Background: an optimization exercise with open tools, aiming at small area and a short achievable clock period. Do not read the settings as production practice. Only simulation tests tie the RTL to the original design; equivalence was not proved. In runs 5 and 6 the design's own scripts or RTL, not TritonCTS, make the clock network. The clock port is modelled as an ideal driver, which makes a skipped or thinned clock tree look cheaper than it is; a real chip needs a root buffer or a tree.

## flow/flow/run.sh

```bash
#!/bin/bash
# Layout flow: the standard ORFS flow (standard.sh), with
#  - port buffers made from $PORT_BUF instead of the default delay buffer,
#  - after floorplan, cells resized by flow/resize.tcl (flip-flops to a
#    stronger drive, oversized logic gates back to size 1),
#  - after global placement, output port buffers resized to $OUT_BUF
#    by flow/post_gp.tcl,
#  - optionally, clock tree synthesis arguments of our own ($CTS_ARGS),
#  - optionally, timing repair limited to the moves in $MOVES.
# Settings are in flow/opts.sh. Each tool's output goes to its log under
# orfs/logs, and make's output to standard.log here.
set -euo pipefail
here=$(pwd)
source "$here/flow/opts.sh"
{
  echo "export BUFFER_PORTS_ARGS = -buffer_cell $PORT_BUF"
  echo "export POST_FLOORPLAN_TCL = $here/flow/resize.tcl"
  echo "export POST_GLOBAL_PLACE_TCL = $here/flow/post_gp.tcl"
  echo "export FF_CELL = $FF_CELL"
  echo "export OUT_BUF = $OUT_BUF"
  if [[ -n "${CTS_ARGS:-}" ]]; then echo "export CTS_ARGS = $CTS_ARGS"; fi
  if [[ -n "${MOVES:-}" ]]; then
    echo "export SETUP_MOVE_SEQUENCE = $MOVES"
    echo "export SKIP_GATE_CLONING = 1"
    echo "export SKIP_LAST_GASP = 1"
  fi
} >> "$FLOW_CONFIG"
bash standard.sh > standard.log 2>&1
```

## flow/flow/opts.sh

```bash
PORT_BUF=sky130_fd_sc_hd__buf_1
FF_CELL=sky130_fd_sc_hd__dfxtp_4
OUT_BUF=sky130_fd_sc_hd__buf_2
CTS_ARGS="-sink_clustering_enable -repair_clock_nets -sink_clustering_size 20 -sink_clustering_max_diameter 100 -buf_list sky130_fd_sc_hd__clkbuf_16 -root_buf sky130_fd_sc_hd__clkbuf_16"
```

## flow/flow/post_gp.tcl

```tcl
# After global placement: output port buffers to $OUT_BUF.
set n 0
foreach inst [[ord::get_db_block] getInsts] {
  set m [[$inst getMaster] getName]
  if {$m eq "sky130_fd_sc_hd__buf_1" && [regexp {^output[0-9]+$} [$inst getName]]} {
    replace_cell [get_cells [$inst getName]] [get_lib_cells $::env(OUT_BUF)]
    incr n
  }
}
puts "post_gp.tcl: $n output buffers to $::env(OUT_BUF)"
```

## flow/flow/resize.tcl

```tcl
# Resize cells after floorplan: flip-flops to $FF_CELL, and the
# "_2" sizes that synthesis picked for single logic gates back to "_1".
set n_ff 0
set n_dn 0
foreach inst [[ord::get_db_block] getInsts] {
  set m [[$inst getMaster] getName]
  set name [$inst getName]
  if {$m eq "sky130_fd_sc_hd__dfxtp_1" && $m ne $::env(FF_CELL)} {
    replace_cell [get_cells $name] [get_lib_cells $::env(FF_CELL)]
    incr n_ff
  } elseif {[regexp {^(sky130_fd_sc_hd__(o41ai|o31ai|a31oi|nor4bb|o21ai|a21oi|nand2|nor2|xnor2|xor2))_2$} $m -> base]} {
    replace_cell [get_cells $name] [get_lib_cells ${base}_1]
    incr n_dn
  }
}
puts "resize.tcl: $n_ff flip-flops to $::env(FF_CELL), $n_dn gates to size 1"
```

## flow/standard.sh

```bash
#!/bin/bash
# synth_recipe.tcl (not shown) runs the flow's synth.tcl, then flattens the netlist and writes it again
# the make line also repeats each setting of config.mk as NAME=value (left out here)
make -C /OpenROAD-flow-scripts/flow DESIGN_CONFIG=/design/flow/config.mk WORK_HOME=/design/flow/orfs CLKGATE_MAP_FILE= SYNTH_SCRIPT=/design/flow/synth_recipe.tcl "${@:-finish}"
```

## flow/config.mk

```make
export PLATFORM = sky130hd
export DESIGN_NAME = top_module
export DESIGN_NICKNAME = top_module
export VERILOG_FILES = /design/flow/design.v
export SDC_FILE = /design/flow/constraint.sdc
export NUM_CORES = 4
export LEC_CHECK = 0
export CAP_MARGIN = 20
export CORE_MARGIN = 2
export CORE_UTILIZATION = 60
export SLEW_MARGIN = 20
export SYNTH_HIERARCHICAL = 1
export SYNTH_MINIMUM_KEEP_SIZE = 0
export BUFFER_PORTS_ARGS = -buffer_cell sky130_fd_sc_hd__buf_1
export POST_FLOORPLAN_TCL = /design/flow/flow/resize.tcl
export POST_GLOBAL_PLACE_TCL = /design/flow/flow/post_gp.tcl
export FF_CELL = sky130_fd_sc_hd__dfxtp_4
export OUT_BUF = sky130_fd_sc_hd__buf_2
export CTS_ARGS = -sink_clustering_enable -repair_clock_nets -sink_clustering_size 20 -sink_clustering_max_diameter 100 -buf_list sky130_fd_sc_hd__clkbuf_16 -root_buf sky130_fd_sc_hd__clkbuf_16
```

## flow/constraint.sdc

```tcl
create_clock -name core_clock -period 5.0 [get_ports {clk}]
set_input_delay 1.0000 -clock core_clock [delete_from_list [all_inputs] [get_ports {clk}]]
set_output_delay 1.0000 -clock core_clock [all_outputs]
set_load 0.01 [all_outputs]
```

## flow/design.v

```verilog
module lf_fa(input a, input b, input c, output s, output co);
    assign s  = a ^ b ^ c;
    assign co = (a & b) | (a & c) | (b & c);
endmodule
module lf_inv(input a, output y);
    assign y = ~a;
endmodule
module lf_o21ai(input a1, input a2, input b1, output y);
    assign y = ~((a1 | a2) & b1);
endmodule
module lf_a21oi(input a1, input a2, input b1, output y);
    assign y = ~((a1 & a2) | b1);
endmodule
module lf_a31oi(input a1, input a2, input a3, input b1, output y);
    assign y = ~((a1 & a2 & a3) | b1);
endmodule
module lf_a21o(input a1, input a2, input b1, output y);
    assign y = (a1 & a2) | b1;
endmodule
module lf_nand2(input a, input b, output y);
    assign y = ~(a & b);
endmodule
module lf_dec(input s0, input k, input t0, input t1, input self,
              input load, input data, output n);
    wire sn, a, b, c, e, h, dl;
    lf_inv    g1 (.a(s0), .y(sn));
    lf_o21ai  g2 (.a1(k), .a2(t0), .b1(t1), .y(a));            
    lf_a21oi  g3 (.a1(k), .a2(t0), .b1(t1), .y(b));            
    lf_a31oi  g4 (.a1(self), .a2(sn), .a3(a), .b1(b), .y(c));   
    lf_o21ai  g5 (.a1(k), .a2(t0), .b1(s0), .y(e));            
    lf_a21o   g6 (.a1(b), .a2(e), .b1(load), .y(h));           
    lf_nand2  g7 (.a(data), .b(load), .y(dl));
    lf_o21ai  g8 (.a1(c), .a2(h), .b1(dl), .y(n));
endmodule
module top_module(
    input clk,
    input load,
    input [255:0] data,
    output reg [255:0] q );
    wire [255:0] v0, v1, nxt;
    genvar i, j;
    generate
        for (i = 0; i < 16; i = i + 1) begin : row
            for (j = 0; j < 16; j = j + 1) begin : col
                lf_fa uv (.a(q[((i+15)%16)*16+j]), .b(q[i*16+j]), .c(q[((i+1)%16)*16+j]),
                          .s(v0[i*16+j]), .co(v1[i*16+j]));
            end
            for (j = 0; j < 16; j = j + 1) begin : cl
                localparam M = i*16+j;
                localparam L = i*16+((j+15)%16);
                localparam R = i*16+((j+1)%16);
                wire s0, k, t0, t1;
                lf_fa ul (.a(v0[L]), .b(v0[M]), .c(v0[R]), .s(s0), .co(k));
                lf_fa uh (.a(v1[L]), .b(v1[M]), .c(v1[R]), .s(t0), .co(t1));
                lf_dec ud (.s0(s0), .k(k), .t0(t0), .t1(t1), .self(q[M]),
                           .load(load), .data(data[M]), .n(nxt[M]));
            end
        end
    endgenerate
    always @(posedge clk)
        q <= nxt;
endmodule
```

==> results of run 1 <==
==> layer usage <==
metal,part of all wire,GRT usage
met5,0.00063,0
met4,0.053,0.171
met3,0.088,0.0731
met2,0.47,0.600
met1,0.38,0.481
==> logic make-up after synthesis <==
kind of cell | count (synthesis) | share of synthesized area
and+or+nand+nor | 256 | 0.0300
buffers and inverters | 256 | 0.0300
adders and majority gates | 768 | 0.480
AOI/OAI and AO/OA | 1536 | 0.300
DFF | 256 | 0.160
==> per-stage QoR <==
| step | setup WS [ns] | util | instance area, um^2 |
|---|---|---|---|
| after floorplan | 3.04 | - | 32000 |
| after global routing | 2.78 | 0.682 | 35900 |
| after detailed placement | 2.47 | 0.669 | 35200 |
| after CTS | 2.78 | 0.682 | 35900 |
| final | 2.80 | 0.682 | 35900 |
| after global placement | 2.51 | 0.663 | 34900 |
==> per-module statistics from Yosys, one instance, submodules excluded, a selection <==
module      cell area, um^2  flip-flops and latches  times used  cells
lf_a31oi               6.26                       0         256      1
lf_nand2               3.75                       0         256      1
lf_o21ai               5.00                       0         768      1
lf_inv                 3.75                       0         256      1
top_module             5120                     256           1    256
lf_fa                  20.0                       0         768      1
lf_a21oi               8.76                       0         256      1
lf_a21o                7.51                       0         256      1
==> cell type report <==
type	count	area [um^2]
Antenna cell	8	20.0
Multi-Input combinational cell	2560	25000
Sequential cell	256	6090
Clock inverter	13	144
Timing Repair Buffer	518	2340
Clock buffer	21	526
Tap cell	688	861
Fill cell	4032	16700
Inverter	256	961
==> placed cells by master, fill, tap and decap left out <==
master	count
clkinv_1	1
o21ai_1	768
nand2_1	256
buf_2	256
clkbuf_4	1
inv_6	2
clkbuf_16	21
clkinv_2	3
a31oi_1	256
buf_12	4
fa_1	768
buf_4	1
a21o_1	256
inv_1	257
clkinv_4	1
dfxtp_4	256
clkinvlp_4	1
diode_2	8
a21oi_1	256
bufinv_16	2
inv_8	1
clkinv_8	1
buf_1	256
==> worst paths after layout <==
kind,slack [ns],endpoint,depth (start not counted),start
max reg2reg,2.84,q[141],5,q[125]
max,2.80,q[164],1,q[164]
min reg2reg,0.63,q[63],2,q[63]
min,0.63,q[63],2,q[63]
==> metrics.md, run 1 <==
| Metric | Value |
|---|---|
| Status | `timing/DRC/antenna clean` |
| Vias/cell | `about 6.4` |
| WL final | `about 100 mm` |
| Final min period | `around 2.2 ns` |
| Post-synthesis cell area | `~0.032 mm^2` |
| IO Pins | `~510` |
| CP Launch Type | `flip-flop` |
| Top Family by Delay on Critical Path | `flip-flops` |
| Via count | `between 20k and 30k` |
| Setup TNS | `0 ns` |
| Post-route insts no fill | `~4.3k` |
| WP buf/inv | `1` |
| Largest reg by FF count | `q` |
| Largest net degree at the start of global routing | `120` |
| Cell Rows | `84` |
| Slowest stage delay, CP | `between 0.4 and 0.5 ns` |
| Hold Fails Final Rpt | `0` |
| Chip Height | `~240 um` |
| Cell taking the most area after synthesis | `fa_1` |
| Top cell type's share of synthesized area | `0.480` |
| Data arrival, critical path | `~1.2 ns` |
| Largest regs | `q x256` |
| Buffer count from post-CTS setup fixing | `0` |
| DR WL/cell | `between 20 and 25 um` |
| Die ar. | `about 0.055 mm^2` |
| TritonCTS buffer count | `20` |
| Critical path, cell by cell | `buf_2` |
| DP HPWL | `around 85 mm` |
| Fmax | `approximately 460 MHz` |
| Post-synthesis sequential area ratio | `0.160` |
| Syn Nets | `between 4k and 5k` |
| Vias in the first global route | `roughly 29k` |
| Die X | `235 um` |
| # nets final | `about 4.6k` |
| Final Setup Violations | `0` |
| Area delta synth->final | `12.1%` |
| First-pass GRT wire length | `roughly 160 mm` |
| Max FFs per register | `roughly 260` |
| Cells after Synth | `about 3.1k` |
| Cell variety after synth | `8` |
| Number of flops mapped to enable cells by yosys | `0` |
| Pins Over Slew Limit | `0` |
| Clock sink count | `256` |
| Overflow after GRT | `0` |
| Clock Latency Late Sink | `around 0.57 ns` |
| Flip-flop and latch count after synthesis | `roughly 260` |
| DRC viols | `0` |
| Clock Skews | `between 0.02 and 0.025 ns` |
| ANT nets after route | `0` |
| CTS tree | `yes` |
| Worst-Margin Slew | `0.747 ns` |
| Class of the tightest hold or removal check | `reg2reg` |
| Max Root-Sink Buffers | `3` |
| Worst EP required | `4.00 ns` |
| DR pass1 iterations | `6` |
| Initial antenna violation count | `13` |
| CP endpoint kind | `output pin` |
| Setup CP Type | `reg2out` |
| Clock transition at path regs | `0.08 ns` |
| Slowest CP cell | `dfxtp_4` |
| Synth Area per Inst | `between 10 and 15 um^2` |
| Most instantiated cells after synthesis | `768 x fa_1, 768 x o21ai_1` |
| Placed instance count | `around 4.3k` |
| Share of cells above drive strength 1 | `0.152` |
| Unrepaired setup endpoints after global routing | `false` |
| Port Buffers | `slightly above 500` |
| Worst Path Max Fanout | `5` |
| Asr flop ratio synth | `0` |
| # resized after CTS | `0` |
| CTS Root Cell | `clkbuf_16` |
| Final period util | `0.439` |
| Top FF cell, synth | `dfxtp_1` |
| Worst slew margin | `0.502` |
| CTS HTree Levels | `1` |
| Hold_buf cts | `0` |
| GRT Overall Usage | `0.369` |
| Area contributors post-synth | `fa_1 48%, dfxtp_1 16%, o21ai_1 12%, a21oi_2 7.0%, a21o_1 6.0%` |
| Max-cap violations | `0` |
| Core area | `about 0.053 mm^2` |
| Synthesis Warnings | `7` |
| 1st-iter DRT viols | `roughly 2.4k` |
| Hold_ws | `around 0.63 ns` |
| Initial Utilization | `0.608` |
==> run 2: changes to the inputs <==
--- a/flow/flow/run.sh
+++ b/flow/flow/run.sh
@@ -7,4 +7,3 @@
 #    by flow/post_gp.tcl,
-#  - optionally, clock tree synthesis arguments of our own ($CTS_ARGS),
-#  - optionally, timing repair limited to the moves in $MOVES.
+#  - optionally, clock tree synthesis arguments of our own ($CTS_ARGS).
 # Settings are in flow/opts.sh. Each tool's output goes to its log under
@@ -21,7 +20,2 @@
   if [[ -n "${CTS_ARGS:-}" ]]; then echo "export CTS_ARGS = $CTS_ARGS"; fi
-  if [[ -n "${MOVES:-}" ]]; then
-    echo "export SETUP_MOVE_SEQUENCE = $MOVES"
-    echo "export SKIP_GATE_CLONING = 1"
-    echo "export SKIP_LAST_GASP = 1"
-  fi
 } >> "$FLOW_CONFIG"
==> flow/flow/opts.sh (replaced) <==
PORT_BUF=sky130_fd_sc_hd__buf_1
FF_CELL=sky130_fd_sc_hd__dfxtp_4
OUT_BUF=sky130_fd_sc_hd__buf_2
--- a/flow/config.mk
+++ b/flow/config.mk
@@ -18,2 +18 @@
 export OUT_BUF = sky130_fd_sc_hd__buf_2
-export CTS_ARGS = -sink_clustering_enable -repair_clock_nets -sink_clustering_size 20 -sink_clustering_max_diameter 100 -buf_list sky130_fd_sc_hd__clkbuf_16 -root_buf sky130_fd_sc_hd__clkbuf_16
==> metrics.md, run 2 <==
| Metric | Value |
|---|---|
| Top Family by Delay on Critical Path | `flip-flops` |
| Hold Fails Final Rpt | `0 (unchanged)` |
| Hold Startpoint | `q[63]` |
| GRT Overall Usage | `0.374 (+0.00460)` |
| WL final | `102 mm (+0.78%)` |
| Final Setup Violations | `0 (unchanged)` |
| CP endpoint kind | `output pin` |
| Port Buffers | `513 (unchanged)` |
| Data arrival, critical path | `1.18 ns (-0.02 ns)` |
| Design area | `0.0363 mm^2 (+0.98%)` |
| Max FFs per register | `256 (unchanged)` |
| Post-synthesis sequential area ratio | `0.160 (unchanged)` |
| WP buf/inv | `1 (unchanged)` |
| Area delta synth->final | `13.2%` |
| First-pass GRT wire length | `160 mm (+0.80%)` |
| Asr flop ratio synth | `0 (unchanged)` |
| Die X | `235 um (unchanged)` |
| Worst EP required | `4.00 ns (about the same)` |
| Most instantiated cells after synthesis | `768 x fa_1, 768 x o21ai_1` |
| Area after DPL | `0.0352 mm^2 (unchanged)` |
| Critical R2R Launch | `q[176]` |
| Unrepaired setup endpoints after global routing | `false` |
| Reg2Reg Capture Point | `q[193]` |
| Clock sink count | `256 (unchanged)` |
| Chip Height | `235 um (unchanged)` |
| DR WL/cell | `23.4 um (+0.16%)` |
| Buffer count from post-CTS setup fixing | `0 (unchanged)` |
| Share of cells above drive strength 1 | `0.153 (+0.00134)` |
| Area contributors post-synth | `fa_1 48%, dfxtp_1 16%, o21ai_1 12%, a21oi_2 7.0%, a21o_1 6.0%` |
| Core area | `0.0527 mm^2 (unchanged)` |
| 1st-iter DRT viols | `2,416 (+2.2%)` |
| Syn Nets | `4,098 (unchanged)` |
| Clock Latency Late Sink | `0.56 ns (about the same)` |
| Flip-flop and latch count after synthesis | `256 (unchanged)` |
| Fillers | `3,986 (-1.1%)` |
| DRC viols | `0 (unchanged)` |
| Overflow after GRT | `0 (unchanged)` |
| IO Pins | `514 (unchanged)` |
| Initial Utilization | `0.608 (unchanged)` |
| Hold path depth | `2 (unchanged)` |
| CP Launch Type | `flip-flop` |
| Max-cap violations | `0 (unchanged)` |
| Number of flops mapped to enable cells by yosys | `0 (unchanged)` |
| Hold_ws | `0.622 ns (-0.00323 ns)` |
| Largest regs | `q x256` |
| Vias/cell | `6.36 (-0.51%)` |
| Post-synthesis cell area | `0.0320 mm^2 (unchanged)` |
| Largest reg by FF count | `q` |
| Final period util | `0.436 (-0.00344)` |
| # resized after CTS | `0 (unchanged)` |
| TritonCTS buffer count | `37 (+85%)` |
| ANT nets after route | `0 (unchanged)` |
| Clock transition at path regs | `0.06 ns (-0.02 ns)` |
| Top FF cell, synth | `dfxtp_1` |
| Via count | `27.7k (+0.11%)` |
| Fmax | `459 MHz (+0.79%)` |
| Clock Skews | `0.0120 ns (-0.0116 ns)` |
| Most frequent cells in the layout | `768 x o21ai_1, 768 x fa_1` |
| Worst slew margin | `0.497 (-0.00479)` |
| Status | `timing/DRC/antenna clean` |
| CTS Root Cell | `clkbuf_16` |
| Cells after Synth | `3,072 (unchanged)` |
| Pins Over Slew Limit | `0 (unchanged)` |
| Slowest stage delay, CP | `0.44 ns (about the same)` |
| Worst reg2reg setup slack | `2.87 ns (+0.03 ns)` |
| DR pass1 iterations | `6 (unchanged)` |
| Max Root-Sink Buffers | `3 (unchanged)` |
| Cell variety after synth | `8 (unchanged)` |
| Class of the tightest hold or removal check | `reg2reg` |
| Hold_buf cts | `0 (unchanged)` |
| # nets final | `4,655 (+0.37%)` |
| Setup CP Type | `reg2out` |
| Synthesis Warnings | `7 (unchanged)` |
| Die ar. | `0.0552 mm^2 (unchanged)` |
| Hold EP | `q[63]` |
| CP startpoint | `q[164]` |
| Slowest CP cell | `dfxtp_4` |
| Critical path, cell by cell | `buf_2` |
| Worst r2r path cells | `5 (unchanged)` |
| Largest net degree at the start of global routing | `120 (unchanged)` |
| Worst Path Max Fanout | `5 (unchanged)` |
| Synth Area per Inst | `10.4 um^2 (unchanged)` |
| CTS tree | `yes` |
| Worst-Margin Slew | `0.754 ns (+0.00718 ns)` |
| CTS HTree Levels | `2 (+1)` |
| Setup TNS | `0 ns (unchanged)` |
| DP HPWL | `84.7 mm (unchanged)` |
| Vias in the first global route | `29.1k (+0.70%)` |
| Initial antenna violation count | `17 (+4)` |
| Cell taking the most area after synthesis | `fa_1` |
| Final min period | `2.18 ns (-0.0172 ns)` |
| Cell Rows | `84 (unchanged)` |
| Top cell type's share of synthesized area | `0.480 (unchanged)` |
-- run 2: routing by layer --
| metal | share of wire | vias up | GRT usage | routed length (um) |
|---|---|---|---|---|
| met4 | 0.055 | 18 | 0.187 | 5590 |
| met1 | 0.38 | 13895 | 0.475 | 38700 |
| met2 | 0.47 | 1307 | 0.601 | 48200 |
| li1 | - | 12160 | - | - |
| met3 | 0.091 | 282 | 0.0907 | 9270 |
| met5 | 0.00097 | - | 0 | 99 |
-- run 2: modules after synthesis, one instance, submodules excluded, a selection --
| module | flip-flops and latches | cell area, um^2 | copies in the design | cells inside |
|---|---|---|---|---|
| lf_nand2 | 0 | 3.75 | 256 | 1 |
| lf_a21oi | 0 | 8.76 | 256 | 1 |
| lf_a31oi | 0 | 6.26 | 256 | 1 |
| top_module | 256 | 5120 | 1 | 256 |
| lf_fa | 0 | 20.0 | 768 | 1 |
| lf_a21o | 0 | 7.51 | 256 | 1 |
| lf_inv | 0 | 3.75 | 256 | 1 |
| lf_o21ai | 0 | 5.00 | 768 | 1 |
-- run 2: worst register-to-register path: stages, from the launching register on --
cell and delay (ns):
dfxtp_4 0.40, fa_1 0.60, fa_1 0.50, a21oi_1 0.27, a21o_1 0.19, o21ai_1 0.07
-- run 2: worst max-delay path by stage --
stage / end / slack [ns] / depth (start not counted)
after global placement: q[154] / 2.51 / 4
after floorplan: q[0] / 3.04 / 5
after detailed placement: q[121] / 2.47 / 4
after global routing: q[193] / 2.78 / 5
after CTS: q[43] / 2.80 / 1
final: q[164] / 2.82 / 1
-- run 2: metrics by stage --
stage          std cells  utilization  worst slack (ns)
5_1_grt             4344        0.689              2.78
3_3_place_gp        4278        0.663              2.51
3_5_place_dp        4278        0.669              2.47
2_1_floorplan       3072            -              3.04
6_report            4347        0.689              2.82
4_1_cts             4339        0.688              2.80
-- run 2: kinds of logic (layout without fill, tap and decap cells) --
group                      after synthesis  in the layout  synth area share
AOI/OAI and AO/OA                     1536           1536             0.300
other                                    0              8                 0
DFF                                    256            256             0.160
buffers and inverters                  256            835            0.0300
and+or+nand+nor                        256            256            0.0300
adders and majority gates              768            768             0.480
-- run 2: layout make-up --
cell class | count | area, um^2 | area share
diodes | 8 | 20.0 | 0.000552
clock buffers | 49 | 971 | 0.0268
clock inverters | 12 | 50.0 | 0.00138
inverters | 256 | 961 | 0.0265
multi-input cells | 2560 | 25000 | 0.689
flip-flops and latches | 256 | 6090 | 0.168
well taps | 688 | 861 | 0.0237
repair buffers | 518 | 2340 | 0.0644
==> run 3: changes to the inputs <==
--- a/flow/flow/run.sh
+++ b/flow/flow/run.sh
@@ -7,3 +7,4 @@
 #    by flow/post_gp.tcl,
-#  - optionally, clock tree synthesis arguments of our own ($CTS_ARGS).
+#  - optionally, clock tree synthesis arguments of our own ($CTS_ARGS),
+#  - optionally, timing repair limited to the moves in $MOVES.
 # Settings are in flow/opts.sh. Each tool's output goes to its log under
@@ -20,2 +21,7 @@
   if [[ -n "${CTS_ARGS:-}" ]]; then echo "export CTS_ARGS = $CTS_ARGS"; fi
+  if [[ -n "${MOVES:-}" ]]; then
+    echo "export SETUP_MOVE_SEQUENCE = $MOVES"
+    echo "export SKIP_GATE_CLONING = 1"
+    echo "export SKIP_LAST_GASP = 1"
+  fi
 } >> "$FLOW_CONFIG"
--- a/flow/flow/opts.sh
+++ b/flow/flow/opts.sh
@@ -3 +3,2 @@
 OUT_BUF=sky130_fd_sc_hd__buf_2
+CTS_ARGS="-sink_clustering_enable -repair_clock_nets -sink_clustering_size 20 -sink_clustering_max_diameter 100 -buf_list sky130_fd_sc_hd__clkbuf_16 -root_buf sky130_fd_sc_hd__clkbuf_16 -dont_use_dummy_load"
--- a/flow/config.mk
+++ b/flow/config.mk
@@ -18 +18,2 @@
 export OUT_BUF = sky130_fd_sc_hd__buf_2
+export CTS_ARGS = -sink_clustering_enable -repair_clock_nets -sink_clustering_size 20 -sink_clustering_max_diameter 100 -buf_list sky130_fd_sc_hd__clkbuf_16 -root_buf sky130_fd_sc_hd__clkbuf_16 -dont_use_dummy_load
==> metrics.md, run 3 <==
| Metric | Value |
|---|---|
| Unrepaired setup endpoints after global routing | `false` |
| Hold_ws | `0.626 ns (+0.00414 ns)` |
| Setup TNS | `0 ns (unchanged)` |
| First-pass GRT wire length | `158 mm (-1.0%)` |
| Critical path, cell by cell | `buf_2` |
| Cells after Synth | `3,072 (unchanged)` |
| Port Buffers | `513 (unchanged)` |
| Class of the tightest hold or removal check | `reg2reg` |
| Worst Path Max Fanout | `5 (unchanged)` |
| Vias in the first global route | `28.9k (-0.98%)` |
| Top FF cell, synth | `dfxtp_1` |
| Top cell type's share of synthesized area | `0.480 (unchanged)` |
| Area delta synth->final | `11.6%` |
| Synthesis Warnings | `7 (unchanged)` |
| CTS HTree Levels | `1 (-1)` |
| Worst slew margin | `0.502 (+0.00449)` |
| Core area | `0.0527 mm^2 (unchanged)` |
| Status | `timing/DRC/antenna clean` |
| Max Root-Sink Buffers | `3 (unchanged)` |
| Data arrival, critical path | `1.18 ns (about the same)` |
| IO Pins | `514 (unchanged)` |
| Hold Fails Final Rpt | `0 (unchanged)` |
| Slowest CP cell | `dfxtp_4` |
| Overflow after GRT | `0 (unchanged)` |
| CTS tree | `yes` |
| Most frequent cells in the layout | `768 x o21ai_1, 768 x fa_1` |
| Clock sink count | `256 (unchanged)` |
| GRT Overall Usage | `0.368 (-0.00560)` |
| Chip Height | `235 um (unchanged)` |
| Slowest stage delay, CP | `0.45 ns (about the same)` |
| WL final | `101 mm (-1.1%)` |
| Cell taking the most area after synthesis | `fa_1` |
| Most instantiated cells after synthesis | `768 x fa_1, 768 x o21ai_1` |
| Share of cells above drive strength 1 | `0.149 (-0.00408)` |
| # resized after CTS | `0 (unchanged)` |
| Initial Utilization | `0.608 (unchanged)` |
| CTS Root Cell | `clkbuf_16` |
| Top Family by Delay on Critical Path | `flip-flops` |
| CP endpoint kind | `output pin` |
| Number of flops mapped to enable cells by yosys | `0 (unchanged)` |
| Largest regs | `q x256` |
| Cell variety after synth | `8 (unchanged)` |
| Initial antenna violation count | `17 (unchanged)` |
| Die ar. | `0.0552 mm^2 (unchanged)` |
| Synth Area per Inst | `10.4 um^2 (unchanged)` |
| Die X | `235 um (unchanged)` |
| Via count | `27.6k (-0.40%)` |
| ANT nets after route | `0 (unchanged)` |
| Hold_buf cts | `0 (unchanged)` |
| CP Launch Type | `flip-flop` |
| Setup CP Type | `reg2out` |
| DR pass1 iterations | `5 (-1)` |
| Clock Skews | `0.0363 ns (+0.0243 ns)` |
| Fmax | `458 MHz (about the same)` |
| Final Setup Violations | `0 (unchanged)` |
| Final period util | `0.436 (about the same)` |
| Largest net degree at the start of global routing | `120 (unchanged)` |
| CP startpoint | `q[164]` |
| Max FFs per register | `256 (unchanged)` |
| Max-cap violations | `0 (unchanged)` |
| Post-synthesis sequential area ratio | `0.160 (unchanged)` |
| Post-synthesis cell area | `0.0320 mm^2 (unchanged)` |
| Syn Nets | `4,098 (unchanged)` |
| Fillers | `4,047 (+1.5%)` |
| Critical R2R Launch | `q[150]` |
| Final min period | `2.18 ns (+0.00193 ns)` |
| DRC viols | `0 (unchanged)` |
| Worst EP required | `4.00 ns (about the same)` |
| 1st-iter DRT viols | `2,329 (-3.6%)` |
| Largest reg by FF count | `q` |
| Buffer count from post-CTS setup fixing | `0 (unchanged)` |
| Clock transition at path regs | `0.07 ns (about the same)` |
| Flip-flop and latch count after synthesis | `256 (unchanged)` |
| Area contributors post-synth | `fa_1 48%, dfxtp_1 16%, o21ai_1 12%, a21oi_2 7.0%, a21o_1 6.0%` |
| Hold Startpoint | `q[63]` |
| Pins Over Slew Limit | `0 (unchanged)` |
| # nets final | `4,638 (-0.37%)` |
| Vias/cell | `6.40 (+0.57%)` |
| Asr flop ratio synth | `0 (unchanged)` |
| DP HPWL | `84.7 mm (unchanged)` |
| TritonCTS buffer count | `20 (-46%)` |
| WP buf/inv | `1 (unchanged)` |
| Worst-Margin Slew | `0.748 ns (-0.00674 ns)` |
| Cell Rows | `84 (unchanged)` |
| Clock Latency Late Sink | `0.55 ns (about the same)` |
| DR WL/cell | `23.4 um (-0.15%)` |
## run 3: metrics by stage
| stage | cell area (um^2) | utilization | instances | setup WS, ns |
|---|---|---|---|---|
| after floorplan | 32000 | - | 3072 | 3.04 |
| after CTS | 35700 | 0.679 | 4298 | 2.80 |
| after detailed placement | 35200 | 0.669 | 4278 | 2.47 |
| final | 35700 | 0.679 | 4305 | 2.82 |
| after global placement | 34900 | 0.663 | 4278 | 2.51 |
| after global routing | 35700 | 0.679 | 4302 | 2.79 |
## run 3: per-module statistics from Yosys (local to each module, per instance), a selection
module	times used	cell area [um^2]	flip-flops and latches	cells inside
lf_a21oi	256	8.76	0	1
lf_a21o	256	7.51	0	1
lf_o21ai	768	5.00	0	1
lf_inv	256	3.75	0	1
top_module	1	5120	256	256
lf_a31oi	256	6.26	0	1
lf_fa	768	20.0	0	1
lf_nand2	256	3.75	0	1
## run 3: cell type report
type | instances | area [um^2] | share of cell area
multi-input combinational | 2560 | 25000 | 0.699
antenna | 7 | 17.5 | 0.000490
inverter | 256 | 961 | 0.0269
clock buffer | 20 | 500 | 0.0140
timing repair buffer | 518 | 2340 | 0.0654
tap | 688 | 861 | 0.0241
sequential | 256 | 6090 | 0.170
## run 3: worst paths after layout
path              depth (start not counted)     end  slack [ns]
hold reg to reg                           2   q[63]        0.63
hold / removal                            2   q[63]        0.63
setup reg to reg                          5  q[167]        2.87
setup / recovery                          1  q[164]        2.82
## run 3: kinds of logic after synthesis
family                   share of synthesized area
AND/OR/NAND/NOR                             0.0300
AO/OA/AOI/OAI                                0.300
buffers and inverters                       0.0300
adder cells (fa/ha/maj)                      0.480
flip-flops                                   0.160
## run 3: per-layer routing
layer | track usage | wire length (um) | vias up
li1 | - | - | 12094
met1 | 0.475 | 38400 | 13902
met2 | 0.601 | 48000 | 1284
met3 | 0.0789 | 9090 | 252
met4 | 0.167 | 5060 | 20
met5 | 0 | 114 | -
==> run 4: changes to the inputs <==
--- a/flow/flow/run.sh
+++ b/flow/flow/run.sh
@@ -20,2 +20,3 @@
   echo "export OUT_BUF = $OUT_BUF"
+  if [[ -n "${V_FA:-}" ]]; then echo "export V_FA = $V_FA"; fi
   if [[ -n "${CTS_ARGS:-}" ]]; then echo "export CTS_ARGS = $CTS_ARGS"; fi
--- a/flow/flow/opts.sh
+++ b/flow/flow/opts.sh
@@ -4 +4,2 @@
 CTS_ARGS="-sink_clustering_enable -repair_clock_nets -sink_clustering_size 20 -sink_clustering_max_diameter 100 -buf_list sky130_fd_sc_hd__clkbuf_16 -root_buf sky130_fd_sc_hd__clkbuf_16 -dont_use_dummy_load"
+V_FA=sky130_fd_sc_hd__fa_2
--- a/flow/flow/resize.tcl
+++ b/flow/flow/resize.tcl
@@ -1,5 +1,17 @@
-# Resize cells after floorplan: flip-flops to $FF_CELL, and the
-# "_2" sizes that synthesis picked for single logic gates back to "_1".
+# Resize cells after floorplan: flip-flops to $FF_CELL, the "_2" sizes that
+# synthesis picked for single logic gates back to "_1", and (if $V_FA is
+# set) the full adders fed straight from the flip-flops to $V_FA.
 set n_ff 0
 set n_dn 0
+set n_fa 0
+proc driver_master {iterm} {
+  set net [$iterm getNet]
+  if {$net eq "NULL"} { return "" }
+  foreach it [$net getITerms] {
+    if {[$it isOutputSignal]} { return [[[$it getInst] getMaster] getName] }
+  }
+  return ""
+}
+set vfa ""
+if {[info exists ::env(V_FA)]} { set vfa $::env(V_FA) }
 foreach inst [[ord::get_db_block] getInsts] {
@@ -13,4 +25,9 @@
     incr n_dn
+  } elseif {$m eq "sky130_fd_sc_hd__fa_1" && $vfa ne ""} {
+    if {[string match "sky130_fd_sc_hd__dfxtp*" [driver_master [$inst findITerm A]]]} {
+      replace_cell [get_cells $name] [get_lib_cells $vfa]
+      incr n_fa
+    }
   }
 }
-puts "resize.tcl: $n_ff flip-flops to $::env(FF_CELL), $n_dn gates to size 1"
+puts "resize.tcl: $n_ff flip-flops to $::env(FF_CELL), $n_dn gates to size 1, $n_fa adders to $vfa"
--- a/flow/config.mk
+++ b/flow/config.mk
@@ -18,2 +18,3 @@
 export OUT_BUF = sky130_fd_sc_hd__buf_2
+export V_FA = sky130_fd_sc_hd__fa_2
 export CTS_ARGS = -sink_clustering_enable -repair_clock_nets -sink_clustering_size 20 -sink_clustering_max_diameter 100 -buf_list sky130_fd_sc_hd__clkbuf_16 -root_buf sky130_fd_sc_hd__clkbuf_16 -dont_use_dummy_load
==> metrics.md, run 4 <==
| Metric | Value |
|---|---|
| Status | `timing/DRC/antenna clean` |
| Cells after Synth | `3,072 (unchanged)` |
| Top cell type's share of synthesized area | `0.480 (unchanged)` |
| Critical path, cell by cell | `buf_2` |
| Hold Fails Final Rpt | `0 (unchanged)` |
| First-pass GRT wire length | `161 mm (+1.9%)` |
| Worst-Margin Slew | `0.742 ns (-0.00597 ns)` |
| Pins Over Slew Limit | `0 (unchanged)` |
| Cell variety after synth | `8 (unchanged)` |
| Core area | `0.0527 mm^2 (unchanged)` |
| Worst Path Max Fanout | `5 (unchanged)` |
| Worst slew margin | `0.506 (+0.00398)` |
| Clock sink count | `256 (unchanged)` |
| Setup TNS | `0 ns (unchanged)` |
| Area delta synth->final | `13.8%` |
| 1st-iter DRT viols | `2,372 (+1.8%)` |
| # resized after CTS | `0 (unchanged)` |
| Largest reg by FF count | `q` |
| Setup CP Type | `reg2out` |
| Worst EP required | `4.00 ns (about the same)` |
| WP buf/inv | `1 (unchanged)` |
| Critical R2R Launch | `q[150]` |
| Area contributors post-synth | `fa_1 48%, dfxtp_1 16%, o21ai_1 12%, a21oi_2 7.0%, a21o_1 6.0%` |
| Cell Rows | `84 (unchanged)` |
| Unrepaired setup endpoints after global routing | `false` |
| DR WL/cell | `24.0 um (+2.4%)` |
| Hold_buf cts | `0 (unchanged)` |
| TritonCTS buffer count | `20 (unchanged)` |
| Share of cells above drive strength 1 | `0.221 (+0.0718)` |
| Max-cap violations | `0 (unchanged)` |
| Synth Area per Inst | `10.4 um^2 (unchanged)` |
| Clock transition at path regs | `0.10 ns (+0.03 ns)` |
| Data arrival, critical path | `1.19 ns (about the same)` |
| Class of the tightest hold or removal check | `in2reg` |
| Slowest CP cell | `dfxtp_4` |
| Post-synthesis sequential area ratio | `0.160 (unchanged)` |
| CTS HTree Levels | `1 (unchanged)` |
| ANT nets after route | `0 (unchanged)` |
| Most common cell after layout, fill and taps aside | `o21ai_1` |
| Final period util | `0.438 (+0.00153)` |
| Port Buffers | `513 (unchanged)` |
| Cell taking the most area after synthesis | `fa_1` |
| Hold Startpoint | `data[172]` |
| Largest net degree at the start of global routing | `151 (+26%)` |
| Max Root-Sink Buffers | `3 (unchanged)` |
| DP HPWL | `87.3 mm (+3.0%)` |
| DRC viols | `0 (unchanged)` |
| Post-route insts no fill | `4,312 (+0.16%)` |
| Clock Latency Late Sink | `0.57 ns (+0.02 ns)` |
| Post-synthesis cell area | `0.0320 mm^2 (unchanged)` |
| CP startpoint | `q[111]` |
| Asr flop ratio synth | `0 (unchanged)` |
| Number of flops mapped to enable cells by yosys | `0 (unchanged)` |
| WL final | `103 mm (+2.5%)` |
| Vias/cell | `6.41 (about the same)` |
| Die ar. | `0.0552 mm^2 (unchanged)` |
| Final Setup Violations | `0 (unchanged)` |
| Syn Nets | `4,098 (unchanged)` |
| Placed instance count | `4,282 (+0.094%)` |
| Initial antenna violation count | `13 (-4)` |
| CP endpoint kind | `output pin` |
| CTS Root Cell | `clkbuf_16` |
| Max FFs per register | `256 (unchanged)` |
| DR pass1 iterations | `6 (+1)` |
| Most instantiated cells after synthesis | `768 x fa_1, 768 x o21ai_1` |
| Largest regs | `q x256` |
| Initial Utilization | `0.608 (unchanged)` |
| Top FF cell, synth | `dfxtp_1` |
| Flip-flop and latch count after synthesis | `256 (unchanged)` |
| Overflow after GRT | `0 (unchanged)` |
| Synthesis Warnings | `7 (unchanged)` |
| GRT Overall Usage | `0.376 (+0.00798)` |
| Vias in the first global route | `29.0k (+0.39%)` |
| Top Family by Delay on Critical Path | `flip-flops` |
| Chip Height | `235 um (unchanged)` |
| Via count | `27.6k (+0.24%)` |
| Fmax | `457 MHz (-0.35%)` |
| CP Launch Type | `flip-flop` |
| Die X | `235 um (unchanged)` |
| Most frequent cells in the layout | `768 x o21ai_1, 512 x fa_1` |
| Final min period | `2.19 ns (+0.00767 ns)` |
| Slowest stage delay, CP | `0.43 ns (-0.02 ns)` |
| IO Pins | `514 (unchanged)` |
| Buffer count from post-CTS setup fixing | `0 (unchanged)` |
| CTS tree | `yes` |
| Clock Skews | `0.0402 ns (+0.00392 ns)` |
| # nets final | `4,642 (+0.086%)` |
-- run 4: worst paths after layout --
path         slack, ns     end  cells after the start
min               0.63  q[172]                      3
max reg2reg       2.93  q[151]                      5
max               2.81  q[111]                      1
min reg2reg       0.63   q[19]                      2
-- run 4: final cells by class --
type,count,area (um^2)
fill,4034,16200
multi-input combinational,2560,25600
inverter,256,961
antenna,10,25.0
sequential,256,6090
clock buffer,20,500
timing repair buffer,522,2380
tap,688,861
-- run 4: logic make-up (layout without fill, tap and decap cells) --
family          after synthesis  after routing  synth area share
compound gates             1536           1536             0.300
fa+ha+maj                   768            768             0.480
other cells                   0             10                 0
flops                       256            256             0.160
simple gates                256            256            0.0300
buf+inv                     256            798            0.0300
-- run 4: metrics by stage --
step | setup slack, ns | hold slack (ns) | utilization | area (um^2)
after floorplan | 3.04 | 0.671 | - | 32000
after global placement | 2.40 | 0.604 | 0.676 | 35600
after detailed placement | 2.37 | 0.610 | 0.682 | 35900
after CTS | 2.80 | 0.614 | 0.692 | 36400
after global routing | 2.78 | 0.631 | 0.692 | 36400
final | 2.81 | 0.631 | 0.692 | 36400
-- run 4: layer usage --
layer,up-vias,global-route usage,part of all wire
met5,-,0,0.00031
met4,6,0.163,0.044
met1,13964,0.501,0.39
met2,1303,0.616,0.49
met3,251,0.0599,0.075
li1,12095,-,-
-- run 4: per-module statistics from Yosys (local to each module, per instance), a selection --
module / flops+latches / times used
lf_a21o: 0 / 256
lf_a21oi: 0 / 256
lf_a31oi: 0 / 256
lf_fa: 0 / 768
lf_inv: 0 / 256
lf_nand2: 0 / 256
lf_o21ai: 0 / 768
top_module: 256 / 1
==> run 5: changes to the inputs <==
--- a/flow/flow/run.sh
+++ b/flow/flow/run.sh
@@ -8,3 +8,6 @@
 #  - optionally, clock tree synthesis arguments of our own ($CTS_ARGS),
-#  - optionally, timing repair limited to the moves in $MOVES.
+#  - optionally, timing repair limited to the moves in $MOVES,
+#  - optionally, a two-level clock tree of our own (flow/cts_tree.tcl)
+#    in place of TritonCTS ($CTS_GRID),
+#  - optionally, a buffer tree of our own for the load input ($LOAD_GRID).
 # Settings are in flow/opts.sh. Each tool's output goes to its log under
@@ -22,2 +25,13 @@
   if [[ -n "${CTS_ARGS:-}" ]]; then echo "export CTS_ARGS = $CTS_ARGS"; fi
+  if [[ -n "${CTS_GRID:-}" ]]; then
+    echo "export PRE_CTS_TCL = $here/flow/cts_tree.tcl"
+    echo "export CTS_GRID = $CTS_GRID"
+    echo "export CTS_LEAF = $CTS_LEAF"
+    echo "export CTS_ROOT = $CTS_ROOT"
+  fi
+  if [[ -n "${LOAD_GRID:-}" ]]; then
+    echo "export LOAD_GRID = $LOAD_GRID"
+    echo "export LOAD_LEAF = $LOAD_LEAF"
+    echo "export LOAD_ROOT = $LOAD_ROOT"
+  fi
   if [[ -n "${MOVES:-}" ]]; then
==> flow/flow/cts_tree.tcl (new file) <==
# PRE_CTS hook: clock_tree_synthesis replaced by a two-level tree of our
# own. One root buffer ($CTS_ROOT) on the clock port drives $CTS_GRID^2 leaf
# buffers ($CTS_LEAF), each at the centroid of an equal-size group of
# flip-flops formed by position (flow/tree.tcl). Every flip-flop sees the
# same two buffers.
source [file join [file dirname [info script]] tree.tcl]
rename clock_tree_synthesis orfs_clock_tree_synthesis
proc clock_tree_synthesis {args} {
  set block [ord::get_db_block]
  set clk [$block findNet clk]
  $clk setSigType CLOCK
  set root_net [insert_root $clk $::env(CTS_ROOT) clkbuf_root]
  split_net $root_net $::env(CTS_GRID) $::env(CTS_LEAF) clkbuf_leaf
}
==> flow/flow/opts.sh (replaced) <==
PORT_BUF=sky130_fd_sc_hd__buf_1
FF_CELL=sky130_fd_sc_hd__dfxtp_4
OUT_BUF=sky130_fd_sc_hd__buf_2
CTS_GRID=4
CTS_LEAF=sky130_fd_sc_hd__clkbuf_16
CTS_ROOT=sky130_fd_sc_hd__clkbuf_16
LOAD_GRID=4
LOAD_LEAF=sky130_fd_sc_hd__buf_4
LOAD_ROOT=sky130_fd_sc_hd__buf_8
--- a/flow/flow/post_gp.tcl
+++ b/flow/flow/post_gp.tcl
@@ -1,2 +1,3 @@
-# After global placement: output port buffers to $OUT_BUF.
+# After global placement: output port buffers to $OUT_BUF and, if
+# $LOAD_GRID is set, a buffer tree of our own for the load input.
 set n 0
@@ -10 +11,13 @@
 puts "post_gp.tcl: $n output buffers to $::env(OUT_BUF)"
+if {[info exists ::env(LOAD_GRID)]} {
+  source [file join [file dirname [info script]] tree.tcl]
+  set block [ord::get_db_block]
+  set pnet [[$block findBTerm load] getNet]
+  # the port buffer that buffer_ports put on load
+  foreach it [$pnet getITerms] {
+    if {[$it getIoType] eq "INPUT"} { set ibuf [$it getInst] }
+  }
+  replace_cell [get_cells [$ibuf getName]] [get_lib_cells $::env(LOAD_ROOT)]
+  set lnet [[$ibuf findITerm X] getNet]
+  split_net $lnet $::env(LOAD_GRID) $::env(LOAD_LEAF) loadbuf
+}
==> flow/flow/tree.tcl (new file) <==
# Buffer trees of our own for the two nets with a large fanout.
#   split_net NET GRID MASTER PREFIX: the sinks of NET are split by position
#   into GRID x GRID groups of equal size; each group is driven by one new
#   buffer of type MASTER at its centroid, whose input is on NET.
proc tree_sinks {net} {
  set sinks {}
  foreach it [$net getITerms] {
    if {[$it getIoType] eq "INPUT"} {
      set bb [[$it getInst] getBBox]
      lappend sinks [list $it [expr {([$bb xMin] + [$bb xMax]) / 2}] [expr {([$bb yMin] + [$bb yMax]) / 2}]]
    }
  }
  return $sinks
}

proc split_net {net g mname prefix} {
  set block [ord::get_db_block]
  set master [[ord::get_db] findMaster $mname]
  set sinks [tree_sinks $net]
  set n [llength $sinks]
  set bycol [lsort -integer -index 1 $sinks]
  set per_col [expr {int(ceil(double($n) / $g))}]
  set k 0
  for {set c 0} {$c < $g} {incr c} {
    set col [lsort -integer -index 2 [lrange $bycol [expr {$c * $per_col}] [expr {($c + 1) * $per_col - 1}]]]
    set per_row [expr {int(ceil(double([llength $col]) / $g))}]
    for {set r 0} {$r < $g} {incr r} {
      set grp [lrange $col [expr {$r * $per_row}] [expr {($r + 1) * $per_row - 1}]]
      if {[llength $grp] == 0} { continue }
      set sx 0
      set sy 0
      foreach s $grp { set sx [expr {$sx + [lindex $s 1]}]; set sy [expr {$sy + [lindex $s 2]}] }
      set cx [expr {$sx / [llength $grp]}]
      set cy [expr {$sy / [llength $grp]}]
      set buf [odb::dbInst_create $block $master ${prefix}_$k]
      $buf setLocation [expr {$cx - [$master getWidth] / 2}] [expr {$cy - [$master getHeight] / 2}]
      $buf setPlacementStatus PLACED
      set out [odb::dbNet_create $block ${prefix}_net_$k]
      $out setSigType [$net getSigType]
      [$buf findITerm X] connect $out
      foreach s $grp {
        set it [lindex $s 0]
        $it disconnect
        $it connect $out
      }
      [$buf findITerm A] connect $net
      incr k
    }
  }
  puts "tree.tcl: net [$net getName]: $n sinks split over $k $mname buffers"
}

# Insert one buffer of type MASTER between NET's driver and all its sinks;
# returns the new net.
proc insert_root {net mname name} {
  set block [ord::get_db_block]
  set master [[ord::get_db] findMaster $mname]
  set sinks [tree_sinks $net]
  set sx 0
  set sy 0
  foreach s $sinks { set sx [expr {$sx + [lindex $s 1]}]; set sy [expr {$sy + [lindex $s 2]}] }
  set n [llength $sinks]
  set buf [odb::dbInst_create $block $master $name]
  $buf setLocation [expr {$sx / $n - [$master getWidth] / 2}] [expr {$sy / $n - [$master getHeight] / 2}]
  $buf setPlacementStatus PLACED
  set out [odb::dbNet_create $block ${name}_net]
  $out setSigType [$net getSigType]
  foreach s $sinks {
    set it [lindex $s 0]
    $it disconnect
    $it connect $out
  }
  [$buf findITerm X] connect $out
  [$buf findITerm A] connect $net
  return $out
}
--- a/flow/config.mk
+++ b/flow/config.mk
@@ -18,3 +18,8 @@
 export OUT_BUF = sky130_fd_sc_hd__buf_2
-export V_FA = sky130_fd_sc_hd__fa_2
-export CTS_ARGS = -sink_clustering_enable -repair_clock_nets -sink_clustering_size 20 -sink_clustering_max_diameter 100 -buf_list sky130_fd_sc_hd__clkbuf_16 -root_buf sky130_fd_sc_hd__clkbuf_16 -dont_use_dummy_load
+export PRE_CTS_TCL = /design/flow/flow/cts_tree.tcl
+export CTS_GRID = 4
+export CTS_LEAF = sky130_fd_sc_hd__clkbuf_16
+export CTS_ROOT = sky130_fd_sc_hd__clkbuf_16
+export LOAD_GRID = 4
+export LOAD_LEAF = sky130_fd_sc_hd__buf_4
+export LOAD_ROOT = sky130_fd_sc_hd__buf_8
==> metrics.md, run 5 <==
| Metric | Value |
|---|---|
| Status | `timing/DRC/antenna clean` |
| Port Buffers | `513 (unchanged)` |
| First-pass GRT wire length | `159 mm (-1.3%)` |
| Worst-Margin Slew | `0.583 ns (-0.159 ns)` |
| Vias in the first global route | `29.2k (+0.76%)` |
| Worst EP required | `4.00 ns (about the same)` |
| IO Pins | `514 (unchanged)` |
| Die X | `235 um (unchanged)` |
| Design area | `0.0358 mm^2 (-1.7%)` |
| Unrepaired setup endpoints after global routing | `false` |
| Initial antenna violation count | `16 (+3)` |
| Worst Path Max Fanout | `5 (unchanged)` |
| Final min period | `2.17 ns (-0.0215 ns)` |
| Overflow after GRT | `0 (unchanged)` |
| Setup TNS | `0 ns (unchanged)` |
| Vias/cell | `6.38 (-0.38%)` |
| Class of the tightest hold or removal check | `reg2reg` |
| Core area | `0.0527 mm^2 (unchanged)` |
| Top FF cell, synth | `dfxtp_1` |
| Syn Nets | `4,098 (unchanged)` |
| Max FFs per register | `256 (unchanged)` |
| Cell variety after synth | `8 (unchanged)` |
| Area contributors post-synth | `fa_1 48%, dfxtp_1 16%, o21ai_1 12%, a21oi_2 7.0%, a21o_1 6.0%` |
| Cell Rows | `84 (unchanged)` |
| Clock Skews | `0.0102 ns (-0.0300 ns)` |
| Clock Latency Late Sink | `0.54 ns (-0.03 ns)` |
| Area after DPL | `0.0354 mm^2 (-1.5%)` |
| # resized after CTS | `0 (unchanged)` |
| Cell taking the most area after synthesis | `fa_1` |
| Final Setup Violations | `0 (unchanged)` |
| Die ar. | `0.0552 mm^2 (unchanged)` |
| Synthesis Warnings | `7 (unchanged)` |
| CP endpoint kind | `output pin` |
| Worst slew margin | `0.612 (+0.106)` |
| CP Launch Type | `flip-flop` |
| Chip Height | `235 um (unchanged)` |
| ANT nets after route | `0 (unchanged)` |
| Data arrival, critical path | `1.17 ns (-0.02 ns)` |
| Synth Area per Inst | `10.4 um^2 (unchanged)` |
| GRT Overall Usage | `0.367 (-0.00925)` |
| DP HPWL | `85.2 mm (-2.3%)` |
| Pins Over Slew Limit | `0 (unchanged)` |
| Fillers | `4,075 (+1.0%)` |
| Top cell type's share of synthesized area | `0.480 (unchanged)` |
| Post-synthesis sequential area ratio | `0.160 (unchanged)` |
| Largest reg by FF count | `q` |
| Hold_buf cts | `0 (unchanged)` |
| Final period util | `0.434 (-0.00431)` |
| Top Family by Delay on Critical Path | `flip-flops` |
| # nets final | `4,651 (+0.19%)` |
| Setup CP Type | `reg2out` |
| Hold Fails Final Rpt | `0 (unchanged)` |
| WP buf/inv | `1 (unchanged)` |
| Area delta synth->final | `11.8%` |
| Flip-flop and latch count after synthesis | `256 (unchanged)` |
| WL final | `101 mm (-2.7%)` |
| Via count | `27.6k (-0.20%)` |
| Slowest CP cell | `dfxtp_4` |
| DR WL/cell | `23.3 um (-2.8%)` |
| Max-cap violations | `0 (unchanged)` |
| Post-synthesis cell area | `0.0320 mm^2 (unchanged)` |
| Most frequent cells in the layout | `768 x o21ai_1, 768 x fa_1` |
| Fmax | `461 MHz (+0.99%)` |
| Share of cells above drive strength 1 | `0.152 (-0.0687)` |
| DR pass1 iterations | `6 (unchanged)` |
| Clock transition at path regs | `0.09 ns (about the same)` |
| Pre-CTS setup slack | `2.81 ns (+0.438 ns)` |
| Asr flop ratio synth | `0 (unchanged)` |
| Number of flops mapped to enable cells by yosys | `0 (unchanged)` |
| Buffer count from post-CTS setup fixing | `0 (unchanged)` |
| Most instantiated cells after synthesis | `768 x fa_1, 768 x o21ai_1` |
| Slowest stage delay, CP | `0.45 ns (+0.02 ns)` |
| Cells after Synth | `3,072 (unchanged)` |
| 1st-iter DRT viols | `2,187 (-7.8%)` |
| Critical path, cell by cell | `buf_2` |
| Largest net degree at the start of global routing | `120 (-21%)` |
| Setup WS post-layout | `2.83 ns (+0.0215 ns)` |
| Initial Utilization | `0.608 (unchanged)` |
| Largest regs | `q x256` |
| DRC viols | `0 (unchanged)` |
## run 5: cell counts after synthesis
Identical to the previous run, type by type.
## run 5: cells by family (layout without fill, tap and decap cells)
kind of cell | Yosys count | count (layout) | share of synthesized area
DFF | 256 | 256 | 0.160
other | 0 | 9 | 0
AOI/OAI and AO/OA | 1536 | 1536 | 0.300
and+or+nand+nor | 256 | 256 | 0.0300
buffers and inverters | 256 | 807 | 0.0300
adders and majority gates | 768 | 768 | 0.480
## run 5: through the flow
step	std cells	utilization	hold WS [ns]
6_report	4320	0.680	0.630
3_3_place_gp	4278	0.663	0.595
2_1_floorplan	3072	-	0.671
3_5_place_dp	4294	0.671	0.609
4_1_cts	4311	0.680	0.609
5_1_grt	4316	0.680	0.653
## run 5: final cells by class
class | count | area, um^2 | area share
tap | 688 | 861 | 0.0240
multi-input combinational | 2560 | 25000 | 0.698
sequential | 256 | 6090 | 0.170
timing repair buffer | 518 | 2340 | 0.0655
inverter | 256 | 961 | 0.0268
antenna | 9 | 22.5 | 0.000629
buffer | 33 | 546 | 0.0152
## run 5: metal layers
layer | global-route usage | vias up | wire length [um] | part of all wire
li1 | - | 12137 | - | -
met1 | 0.478 | 13817 | 38700 | 0.38
met4 | 0.170 | 16 | 5490 | 0.055
met2 | 0.600 | 1343 | 47800 | 0.48
met5 | 0 | - | 87 | 0.00087
met3 | 0.0672 | 251 | 8510 | 0.085
## run 5: worst register-to-register path, stage by stage (launching register included)
cell	delay [ns]
dfxtp_4	0.40
fa_1	0.57
fa_1	0.58
a21oi_1	0.24
a21o_1	0.16
o21ai_1	0.07
## run 5: path summary, 6_finish.rpt
kind	cells after the start	slack [ns]	startpoint	to
worst min-delay path	2	0.63	q[64]	q[64]
worst min register to register	2	0.63	q[64]	q[64]
worst max register to register	5	2.88	q[113]	q[130]
worst max-delay path	1	2.83	q[165]	q[165]
## run 5: modules after synthesis (local to each module, per instance), a selection
module | cell area, um^2 | copies in the design
lf_nand2 | 3.75 | 256
lf_o21ai | 5.00 | 768
lf_a31oi | 6.26 | 256
lf_a21o | 7.51 | 256
lf_fa | 20.0 | 768
top_module | 5120 | 1
lf_a21oi | 8.76 | 256
lf_inv | 3.75 | 256
==> run 6: changes to the inputs <==
--- a/flow/flow/post_gp.tcl
+++ b/flow/flow/post_gp.tcl
@@ -21,2 +21,3 @@
   set lnet [[$ibuf findITerm X] getNet]
+  unbuffer_net $lnet
   split_net $lnet $::env(LOAD_GRID) $::env(LOAD_LEAF) loadbuf
--- a/flow/flow/tree.tcl
+++ b/flow/flow/tree.tcl
@@ -76 +76,36 @@
 }
+
+# Remove the buffers between NET and its final sinks, so that NET drives
+# them all directly again.
+proc unbuffer_net {net} {
+  set block [ord::get_db_block]
+  set removed 0
+  set again 1
+  while {$again} {
+    set again 0
+    foreach it [$net getITerms] {
+      if {[$it getIoType] ne "INPUT"} { continue }
+      set inst [$it getInst]
+      if {![regexp {__(buf|clkbuf)_[0-9]+$} [[$inst getMaster] getName]]} { continue }
+      set out [[$inst findITerm X] getNet]
+      set moved {}
+      if {$out ne "NULL"} {
+        foreach s [$out getITerms] {
+          if {[$s getIoType] eq "INPUT"} { lappend moved $s }
+        }
+        if {[llength [$out getBTerms]] > 0} { continue }
+      }
+      foreach s $moved { $s disconnect; $s connect $net }
+      odb::dbInst_destroy $inst
+      if {$out ne "NULL"} { odb::dbNet_destroy $out }
+      incr removed
+      set again 1
+      break
+    }
+  }
+  set kinds {}
+  foreach it [$net getITerms] {
+    if {[$it getIoType] eq "INPUT"} { dict incr kinds [[[$it getInst] getMaster] getName] }
+  }
+  puts "tree.tcl: net [$net getName]: $removed buffers removed; sinks now: $kinds"
+}
==> metrics.md, run 6 <==
| Metric | Value |
|---|---|
| Status | `timing/DRC/antenna clean` |
| DRC viols | `0 (unchanged)` |
| GR Util met3 | `0.0707 (+0.00352)` |
| ANT nets after route | `0 (unchanged)` |
| Die ar. | `0.0552 mm^2 (unchanged)` |
| Area contributors post-synth | `fa_1 48%, dfxtp_1 16%, o21ai_1 12%, a21oi_2 7.0%, a21o_1 6.0%` |
| Initial antenna violation count | `16 (unchanged)` |
| WL final | `102 mm (+1.2%)` |
| Grt met2 use | `0.606 (+0.00642)` |
| First-pass GRT wire length | `159 mm (-0.18%)` |
| Setup WS post-layout | `2.83 ns (-0.00314 ns)` |
| Flip-flop and latch count after synthesis | `256 (unchanged)` |
| Most frequent cells in the layout | `768 x o21ai_1, 768 x fa_1` |
| GRT Overall Usage | `0.368 (+0.00126)` |
| Cell taking the most area after synthesis | `fa_1` |
| Share of cells above drive strength 1 | `0.151 (-0.00117)` |
| Final Setup Violations | `0 (unchanged)` |
| Setup CP Type | `reg2out` |
| Cells after Synth | `3,072 (unchanged)` |
| Grt peak-use layer | `met2` |
| Setup TNS | `0 ns (unchanged)` |
| Hold Fails Final Rpt | `0 (unchanged)` |
| Class of the tightest hold or removal check | `reg2reg` |
| Met1 Usage GRT | `0.480 (+0.00139)` |
| Worst EP required | `4.00 ns (about the same)` |
| Initial Utilization | `0.608 (unchanged)` |
| Port Buffers | `513 (unchanged)` |
| Fmax | `461 MHz (-0.14%)` |
| Number of flops mapped to enable cells by yosys | `0 (unchanged)` |
| Asr flop ratio synth | `0 (unchanged)` |
| Via count | `27.5k (-0.37%)` |
| DR WL/cell | `23.6 um (+1.3%)` |
| Pins Over Slew Limit | `0 (unchanged)` |
| Max-cap violations | `0 (unchanged)` |
| Post-synthesis cell area | `0.0320 mm^2 (unchanged)` |
| Synthesis Warnings | `7 (unchanged)` |
| Buffer count from post-CTS setup fixing | `0 (unchanged)` |
| Max FFs per register | `256 (unchanged)` |
| Top FF cell, synth | `dfxtp_1` |
| Cell Rows | `84 (unchanged)` |
| Synth Area per Inst | `10.4 um^2 (unchanged)` |
| Clock Skews | `0.00943 ns (-0.000779 ns)` |
| Final min period | `2.17 ns (+0.00314 ns)` |
| Chip Height | `235 um (unchanged)` |
| Clock Latency Late Sink | `0.54 ns (about the same)` |
| Clock transition at path regs | `0.09 ns (about the same)` |
| Worst Path Max Fanout | `5 (unchanged)` |
| # resized after CTS | `0 (unchanged)` |
| Most instantiated cells after synthesis | `768 x fa_1, 768 x o21ai_1` |
| Slowest CP cell | `dfxtp_4` |
| Worst-Margin Slew | `0.365 ns (-0.218 ns)` |
| Top cell type's share of synthesized area | `0.480 (unchanged)` |
| Hold_ws | `0.625 ns (-0.00460 ns)` |
| Slowest stage delay, CP | `0.44 ns (about the same)` |
| 1st-iter DRT viols | `2,226 (+1.8%)` |
| Vias in the first global route | `28.7k (-1.8%)` |
| Largest regs | `q x256` |
| WP buf/inv | `1 (unchanged)` |
| Largest reg by FF count | `q` |
| Post-synthesis sequential area ratio | `0.160 (unchanged)` |
| Vias/cell | `6.36 (-0.25%)` |
| CP Launch Type | `flip-flop` |
| Overflow after GRT | `0 (unchanged)` |
| Pre-CTS setup slack | `2.89 ns (+0.0876 ns)` |
| DP HPWL | `85.7 mm (+0.59%)` |
| # nets final | `4,646 (-0.11%)` |
| Data arrival, critical path | `1.17 ns (about the same)` |
| Unrepaired setup endpoints after global routing | `false` |
| Core area | `0.0527 mm^2 (unchanged)` |
| Critical path, cell by cell | `buf_2` |
| CP endpoint kind | `output pin` |
| Die X | `235 um (unchanged)` |
| DR pass1 iterations | `8 (+2)` |
| Largest net degree at the start of global routing | `33 (-73%)` |
| Cell variety after synth | `8 (unchanged)` |
| Hold_buf cts | `0 (unchanged)` |
| Final period util | `0.434 (+0.000628)` |
| Top Family by Delay on Critical Path | `flip-flops` |
| IO Pins | `514 (unchanged)` |
| Area delta synth->final | `11.5%` |
| Syn Nets | `4,098 (unchanged)` |
| Worst slew margin | `0.757 (+0.145)` |
## run 6: cell counts after synthesis
No cell type changed its count.
## run 6: worst paths after layout
| kind | depth (start not counted) | slack (ns) | end | startpoint |
|---|---|---|---|---|
| setup reg to reg | 5 | 2.85 | q[141] | q[125] |
| hold reg to reg | 2 | 0.63 | q[50] | q[50] |
| hold / removal | 2 | 0.63 | q[50] | q[50] |
| setup / recovery | 1 | 2.83 | q[166] | q[166] |
## run 6: worst reg2reg max path: cells and delay by family (launching register included)
kind | cells | cell delay (ns)
adder cells (fa/ha/maj) | 2 | 1.19
AO/OA/AOI/OAI | 3 | 0.45
flip-flops | 1 | 0.39
## run 6: metal layers
metal,wire length (um),share of wire
met1,39100,0.38
met2,48700,0.48
met3,8620,0.085
met4,5190,0.051
met5,92,0.00090
## run 6: Yosys stat by module, one instance, submodules excluded, excerpt
module | cells | times used | area, um^2
lf_a21o | 1 | 256 | 7.51
lf_inv | 1 | 256 | 3.75
lf_a21oi | 1 | 256 | 8.76
lf_o21ai | 1 | 768 | 5.00
lf_fa | 1 | 768 | 20.0
lf_a31oi | 1 | 256 | 6.26
top_module | 256 | 1 | 5120
lf_nand2 | 1 | 256 | 3.75
## run 6: cell families (layout without fill, tap and decap cells)
logic type / after synthesis / in the layout / synth area share
compound gates: 1536 / 1536 / 0.300
fa+ha+maj: 768 / 768 / 0.480
flops: 256 / 256 / 0.160
simple gates: 256 / 256 / 0.0300
buf+inv: 256 / 802 / 0.0300
other cells: 0 / 9 / 0
## run 6: stage by stage
stage | area, um^2 | instances | utilization
finish | 35700 | 4315 | 0.678
CTS | 35700 | 4306 | 0.678
global placement | 34900 | 4278 | 0.663
global route | 35700 | 4311 | 0.678
detailed placement | 35300 | 4289 | 0.670
floorplan | 32000 | 3072 | -
## run 6: final cells by class
class,instances,area (um^2)
tap,688,861
multi-input combinational,2560,25000
timing repair buffer,513,2260
sequential,256,6090
antenna,9,22.5
fill,4095,16900
inverter,256,961
buffer,33,546

static timing again, ports no longer ideal:
The flow's constraints put no driver on any port. The routed layouts listed below were extracted and timed again, unchanged, in two steps. Step 1 sets driving cells, clkbuf_16 on the clock port and buf_2 on the other inputs (assumed; they add their load-dependent delay and slew). Step 2, shift: input delay + t, output delay - t, t = (earliest + latest rising clock arrival at the registers) / 2. This alone moves slack from input paths to output paths. a / b / c = no drivers / after step 1 / after step 2; a / b = the first two.
run | t, ns | setup slack, ns | worst setup path after step 2 | worst register clock-pin slew, ns | pins driven straight from the clock port
run 1 | 0.617 | 2.803 / 2.742 / 2.389 | input to register | 0.10 / 0.10 | 1
run 2 | 0.625 | 2.820 / 2.755 / 2.397 | input to register | 0.06 / 0.06 | 1
run 3 | 0.603 | 2.818 / 2.756 / 2.419 | input to register | 0.10 / 0.10 | 1
run 4 | 0.614 | 2.811 / 2.746 / 2.306 | input to register | 0.10 / 0.10 | 1
run 5 | 0.601 | 2.832 / 2.767 / 2.739 | input to register | 0.09 / 0.09 | 1
run 6 | 0.600 | 2.829 / 2.766 / 2.848 | register to register | 0.09 / 0.09 | 1
After both steps setup and hold are still met in every run listed. The setup slack of run 4, which loses most, moves by -0.065 ns with the drivers and by -0.505 ns with both steps.
